From an optimization exercise on the open Yosys and OpenROAD flow, aimed at small area; shortcuts taken in it are not production practice. Only simulation tests tie the RTL to the original design; equivalence was not proved. Power figures rest on the tool's default switching activity, not on a simulated workload.

Setup of exp/quartz:
==> flow/design.v (excerpt) <==
module ly_2257_7(clk_in,rst,auto,Key,clk_out,clk_out2,codeout,low,middle);
For scale: ~550 cells after synthesis, about 220 flip-flops, about 0.0076 sq mm of cells after synthesis.
export LEC_CHECK = 0
export CAP_MARGIN = 20
export CORE_MARGIN = 2
export CORE_UTILIZATION = 40
export SLEW_MARGIN = 20
create_clock -name core_clock -period 10.0 [get_ports {clk_in}]
standard.sh (not shown) runs the stock make flow with config.mk's settings and CLKGATE_MAP_FILE= SYNTH_SCRIPT=/design/flow/synth_recipe.tcl, a recipe that flattens the netlist after the stock synthesis.
==> flow/flow/run.sh <==
#!/bin/bash
# The standard ORFS layout (standard.sh) with three changes:
#  - ABC maps the logic with an area-oriented script (flow/abc_area.script),
#    otherwise the synthesis is synth_recipe.tcl unchanged;
#  - the ports get buf_1 buffers;
#  - the clock tree uses clkbuf_8 over sink clusters of up to 20 flip-flops,
#    without dummy loads.
set -euo pipefail
here=$(pwd)
export BUFFER_PORTS_ARGS="-buffer_cell sky130_fd_sc_hd__buf_1"
export CTS_ARGS="-sink_clustering_enable -repair_clock_nets -dont_use_dummy_load -sink_clustering_size 20 -sink_clustering_max_diameter 50 -buf_list sky130_fd_sc_hd__clkbuf_8"
if [[ -f flow/abc_area.script ]]; then
  { head -n 1 synth_recipe.tcl
    echo "proc abc {args} { set i [lsearch -exact \$args -script]; if {\$i >= 0} { lset args [expr {\$i+1}] $here/flow/abc_area.script }; yosys abc {*}\$args }"
    tail -n +2 synth_recipe.tcl; } > own_synth.tcl
  sed "s#SYNTH_SCRIPT=[^ ]*#SYNTH_SCRIPT=$here/own_synth.tcl#" standard.sh > own_standard.sh
else
  cp standard.sh own_standard.sh
fi
bash own_standard.sh > standard_flow.log 2>&1
==> flow/flow/abc_area.script <==
strash
&get -n
&dch -f
&nf -R 1000 -a
&put
topo
Edits applied to the flow inputs when going from exp/quartz to exp/garnet:
# exp/quartz
export LEC_CHECK = 0
export CAP_MARGIN = 20
export CORE_MARGIN = 2
export CORE_UTILIZATION = 40
export SLEW_MARGIN = 20
create_clock -name core_clock -period 10.0 [get_ports {clk_in}]
# exp/garnet
export LEC_CHECK = 0
export CAP_MARGIN = 20
export CORE_MARGIN = 2
export CORE_UTILIZATION = 60
export PLACE_DENSITY = 0.75
export SLEW_MARGIN = 20
create_clock -name core_clock -period 10.0 [get_ports {clk_in}]
==> flow/flow/run.sh <==
#!/bin/bash
# The standard ORFS layout (standard.sh) with three changes:
#  - ABC maps the logic with an area-oriented script (flow/abc_area.script),
#    otherwise the synthesis is synth_recipe.tcl unchanged;
#  - the ports get buf_1 buffers;
#  - the clock tree uses clkbuf_8 over sink clusters of up to 20 flip-flops (80 um across),
#    without dummy loads.
set -euo pipefail
here=$(pwd)
export BUFFER_PORTS_ARGS="-buffer_cell sky130_fd_sc_hd__buf_1"
export CTS_ARGS="-sink_clustering_enable -repair_clock_nets -dont_use_dummy_load -sink_clustering_size 20 -sink_clustering_max_diameter 80 -buf_list sky130_fd_sc_hd__clkbuf_8"
if [[ -f flow/abc_area.script ]]; then
  { head -n 1 synth_recipe.tcl
    echo "proc abc {args} { set i [lsearch -exact \$args -script]; if {\$i >= 0} { lset args [expr {\$i+1}] $here/flow/abc_area.script }; yosys abc {*}\$args }"
    tail -n +2 synth_recipe.tcl; } > own_synth.tcl
  sed "s#SYNTH_SCRIPT=[^ ]*#SYNTH_SCRIPT=$here/own_synth.tcl#" standard.sh > own_standard.sh
else
  cp standard.sh own_standard.sh
fi
bash own_standard.sh > standard_flow.log 2>&1
Notes after the runs:
Of the two values seen for most used routing layer in global routing, met1 was produced by exp/quartz and met2 by exp/garnet.
Post-layout instance area delta for exp/garnet relative to exp/quartz: about 1.6% lower
Final period utilization is lower on exp/garnet
The final reports for exp/garnet and exp/quartz show maximum frequency higher in the former.
exp/garnet closes out successfully: all stages finished, all timing, DRC and antenna checks passed.
exp/garnet ends up with a clock share of power that is 2.6 points lower than in exp/quartz.
Summary — worst hold slack, exp/garnet relative to exp/quartz: lower, by 0.035 ns.
Delta (exp/garnet minus exp/quartz): number of antenna violations at the first check in global routing level; total of clock buffers placed in the layout moved down.
Comparing exp/quartz and exp/garnet, the lower placed instance count was measured on exp/garnet.
Against exp/quartz as the reference, exp/garnet delivers a lower total power draw.

ly_2257_7, a different RTL version from the one above (not shown whole).
Size: roughly 450 cells after synthesis, ~200 flip-flops, ~41 I/O pins.
Design ly_2257_7, start of the top module:
module ly_2257_7(clk_in,rst,auto,Key,clk_out,clk_out2,codeout,low,middle);
export LEC_CHECK = 0
export CAP_MARGIN = 20
export CORE_MARGIN = 2
export CORE_UTILIZATION = 60
export PLACE_DENSITY = 0.75
export SLEW_MARGIN = 20
create_clock -name core_clock -period 10.0 [get_ports {clk_in}]
==> flow/flow/run.sh <==
#!/bin/bash
# The standard ORFS layout (standard.sh) with three changes:
#  - ABC restructures the logic (&deepsyn) and maps it for area (flow/abc_area.script),
#    otherwise the synthesis is synth_recipe.tcl unchanged;
#  - the ports get buf_1 buffers;
#  - the clock tree uses clkbuf_8 over sink clusters of up to 20 flip-flops (80 um across),
#    without dummy loads.
set -euo pipefail
here=$(pwd)
export BUFFER_PORTS_ARGS="-buffer_cell sky130_fd_sc_hd__buf_1"
export CTS_ARGS="-sink_clustering_enable -repair_clock_nets -dont_use_dummy_load -sink_clustering_size 20 -sink_clustering_max_diameter 80 -buf_list sky130_fd_sc_hd__clkbuf_8"
if [[ -f flow/abc_area.script ]]; then
  { head -n 1 synth_recipe.tcl
    echo "proc abc {args} { set i [lsearch -exact \$args -script]; if {\$i >= 0} { lset args [expr {\$i+1}] $here/flow/abc_area.script }; yosys abc {*}\$args }"
    tail -n +2 synth_recipe.tcl; } > own_synth.tcl
  sed "s#SYNTH_SCRIPT=[^ ]*#SYNTH_SCRIPT=$here/own_synth.tcl#" standard.sh > own_standard.sh
else
  cp standard.sh own_standard.sh
fi
bash own_standard.sh > standard_flow.log 2>&1
==> flow/flow/abc_area.script <==
strash
&get -n
&deepsyn -J 1000
&dch -f
&nf -a
&put
topo
The baseline finished with timing, DRC and antenna clean.
==> next run, changes <==
==> flow/flow/abc_area.script (replaced) <==
strash
&get -n
&deepsyn -T 60
&nf -a -p -R 1000
&put
topo
Effect:
- The changed run finished with timing, DRC and antenna clean
- count of clock-buffer cells in the layout stays the same
- via count rose by 5.1%
- non-clock buffer count fell by 1
- synthesized area rose by 0.52%
- first-iteration DRC count rose by 26%
- routed wire length rose by 3.0%
- cell area rose by 0.33%
- total power fell by 0.52%
==> next run, changes <==
==> flow/flow/abc_area.script (replaced) <==
strash
&get -n
&deepsyn -T 60
&dch -f
&nf -a
&put
topo
Outcome: Power increases by 0.53%. Cell area decreases by 0.33%. Sequential power is about the same. Setup slack is better by 0.0053 ns. First-iteration DRC count decreases by 21%. Die area decreases by 0.50%. Critical path depth decreases by 1. Cell count decreases by 3.1%.

== rev 12 ==
Another version of the RTL of ly_2257_7 (not shown whole).
Size: ~450 cells after synthesis, about 200 flip-flops, about 41 I/O pins, roughly 0.0068 mm2 of cells after synthesis.
Design ly_2257_7, start of the top module:
module ly_2257_7(clk_in,rst,auto,Key,clk_out,clk_out2,codeout,low,middle);
Settings: LEC_CHECK=0, CAP_MARGIN=20, CORE_MARGIN=2, CORE_UTILIZATION=60, PLACE_DENSITY=0.75, SLEW_MARGIN=20; clock period 10.0 ns.
==> flow/flow/abc_area.script <==
strash
&get -n
&deepsyn -T 60
&dch -f
&nf -a
&put
topo
Scripts as last shown in full above: flow/flow/run.sh
Modified inputs, rev 13 compared to rev 12
==> flow/flow/abc_area.script <==
strash
&get -n
&deepsyn -J 1000
&dch -f
&nf -a
&put
topo
Findings:
- Rev 13 completed end to end with timing, DRC and antenna clean.
- As far as total negative setup slack goes, rev 12 and rev 13 are indistinguishable; the numbers are identical.
- Rev 13 -> rev 12: count of antenna diodes in the layout delta 0, exact match
- Going from rev 12 to rev 13, proportion of cell area occupied by registers saw an increase, total number of nets in the final design saw little to no change.

ly_2257_7, a different RTL version from the one above (not shown whole).
For scale: ~540 cells after synthesis, roughly 220 flip-flops.
export LEC_CHECK = 0
export CAP_MARGIN = 20
export CORE_MARGIN = 2
export CORE_UTILIZATION = 40
export SLEW_MARGIN = 20
create_clock -name core_clock -period 10.0 [get_ports {clk_in}]
==> flow/flow/run.sh <==
#!/bin/bash
# The standard ORFS layout (standard.sh) with three changes:
#  - ABC maps the logic with an area-oriented script (flow/abc_area.script),
#    otherwise the synthesis is synth_recipe.tcl unchanged;
#  - the ports get buf_1 buffers;
#  - the clock tree uses clkbuf_8 over sink clusters of up to 20 flip-flops,
#    without dummy loads.
set -euo pipefail
here=$(pwd)
export BUFFER_PORTS_ARGS="-buffer_cell sky130_fd_sc_hd__buf_1"
export CTS_ARGS="-sink_clustering_enable -repair_clock_nets -dont_use_dummy_load -sink_clustering_size 20 -sink_clustering_max_diameter 50 -buf_list sky130_fd_sc_hd__clkbuf_8"
if [[ -f flow/abc_area.script ]]; then
  { head -n 1 synth_recipe.tcl
    echo "proc abc {args} { set i [lsearch -exact \$args -script]; if {\$i >= 0} { lset args [expr {\$i+1}] $here/flow/abc_area.script }; yosys abc {*}\$args }"
    tail -n +2 synth_recipe.tcl; } > own_synth.tcl
  sed "s#SYNTH_SCRIPT=[^ ]*#SYNTH_SCRIPT=$here/own_synth.tcl#" standard.sh > own_standard.sh
else
  cp standard.sh own_standard.sh
fi
bash own_standard.sh > standard_flow.log 2>&1
The starting point produced a clean layout.
Next try:
==> flow/flow/abc_area.script (new file) <==
strash
&get -n
&dch -f
&nf -R 1000 -a
&put
topo
The new run went through all stages and came out clean.
Synthesized cell count rose by 0.56%.
Fmax increases by 4.2%.
Sequential power drops by about 0.9%.
Clock power drops by 11%.
Power falls by 5.9%.

Setup of build 41:
Another version of the RTL of ly_2257_7 (not shown whole).
For scale: roughly 550 cells after synthesis.
## ly_2257_7
module ly_2257_7(clk_in,rst,auto,Key,clk_out,clk_out2,codeout,low,middle);
input 		clk_in; 
input 		rst; 
input			auto; 
input [13:0]Key;
output wire [7:0]	codeout;  
output wire	clk_out;		 
output wire clk_out2;	 
output wire [6:0]low;
output wire [6:0]middle;
ly_2257_7_3 play(
	.clk_in(clk_in),
	.rst(rst),
	.auto(auto),
	.Key(Key) ,
	.clk_out(clk_out),
	.codeout(codeout),
	.low(low),
	.clk_out2(clk_out2),
	.middle(middle)
);
endmodule
Settings: LEC_CHECK=0, CAP_MARGIN=20, CORE_MARGIN=2, CORE_UTILIZATION=40, CTS_BUF_LIST=sky130_fd_sc_hd__clkbuf_4, SLEW_MARGIN=20; clock period 10.0 ns.
run.sh (not shown) runs the stock make flow with config.mk's settings and CLKGATE_MAP_FILE= SYNTH_SCRIPT=/design/flow/synth_recipe.tcl, a recipe that flattens the netlist after the stock synthesis.
Stock flow here: none of the scripts above is used.
Input changes introduced in build 93 (baseline for comparison: build 41):
Settings: removing CTS_BUF_LIST (formerly sky130_fd_sc_hd__clkbuf_4).
==> comparison <==
- Build 93 finished all stages; the layout is clean.
- Changes observed in build 93 relative to build 41: routed wire length decreased about 3%; wire length on met2 decreased 260 um; total clock buffers created by CTS decreased 33; clock network fraction of design power increased 0.2 points.
- Compared with build 41, build 93 shows first-pass GRT wire length that has gone down by a few percent.
The inputs of build 72 differ from those of build 93 as listed below.
==> flow/flow/run.sh (new file) <==
#!/bin/bash
# Standard ORFS layout, with smaller port buffers and a clock tree without dummy loads.
set -euo pipefail
export CTS_ARGS="-sink_clustering_enable -repair_clock_nets -dont_use_dummy_load -buf_list sky130_fd_sc_hd__clkbuf_4"
export BUFFER_PORTS_ARGS="-buffer_cell sky130_fd_sc_hd__buf_1"
bash standard.sh > standard_flow.log 2>&1
==> flow/standard.sh (new file) <==
#!/bin/bash
# synth_recipe.tcl (not shown) runs the flow's synth.tcl, then flattens the netlist and writes it again
# the make line also repeats each setting of config.mk as NAME=value (left out here)
make -C /OpenROAD-flow-scripts/flow DESIGN_CONFIG=/design/flow/config.mk WORK_HOME=/design/flow/orfs CLKGATE_MAP_FILE= SYNTH_SCRIPT=/design/flow/synth_recipe.tcl "${@:-finish}"
removed: flow/run.sh
Findings:
Between build 93 and build 72, the multi-input gate share of total cell area is higher for build 72.
Clock power (higher): build 93
Summary — total power after layout, build 72 relative to build 93: lower, by about 15%.
Every stage of the flow completed for build 72, and the final layout passed the timing, design-rule and antenna checks.
STATUS switching power of the nets: build 72 wins against build 93
From build 72 to build 93, number of buffers inserted to repair setup after CTS did not move at all.

==> port drivers added, routing unchanged <==
In the flow no input, the clock included, has a driving cell. The finished layouts below were timed again as built, in two steps.
Step 1 sets driving cells, clkbuf_16 on the clock port and buf_2 on the other inputs (assumed; they add their load-dependent delay and slew).
Step 2 moves the port delays by t, midway between the first and last clock arrival at a register: inputs arrive t later, outputs are due t later. That takes back most of the time a late clock gives input paths.
Three values: ideal ports, drivers, drivers and shift; two values: the first two.
run | shift t [ns] | slack for setup (ns) | worst hold slack (ns) | worst slew at a driven data input, ns
exp/quartz | 0.524 | 5.764 / 5.726 / 5.937 | 0.340 / 0.340 / 0.340 | 0.03
exp/garnet | 0.503 | 5.840 / 5.803 / 5.910 | 0.305 / 0.305 / 0.305 | 0.03
the first run of note 2 | 0.488 | 5.733 / 5.697 / 6.185 | 0.286 / 0.286 / 0.286 | 0.04
the second run of note 2 | 0.469 | 5.728 / 5.697 / 5.794 | 0.300 / 0.300 / 0.300 | 0.04
the third run of note 2 | 0.488 | 5.733 / 5.697 / 6.185 | 0.286 / 0.286 / 0.286 | 0.04
rev 12 | 0.471 | 5.823 / 5.790 / 6.138 | 0.299 / 0.299 / 0.299 | 0.03
rev 13 | 0.476 | 5.815 / 5.782 / 6.029 | 0.305 / 0.305 / 0.305 | 0.03
the first run of note 4 | 0.526 | 5.636 / 5.599 / 6.125 | 0.326 / 0.326 / 0.326 | 0.05
the second run of note 4 | 0.491 | 5.810 / 5.774 / 6.237 | 0.327 / 0.327 / 0.327 | 0.07
build 41 | 0.660 | 5.058 / 5.022 / 5.682 | 0.308 / 0.308 / 0.308 | 0.04
build 93 | 0.536 | 5.208 / 5.167 / 5.702 | 0.342 / 0.342 / 0.342 | 0.04
build 72 | 0.647 | 5.475 / 5.442 / 6.088 | 0.329 / 0.329 / 0.329 | 0.03
After both steps setup and hold are still met in every run listed. Setup slack includes reset recovery checks.
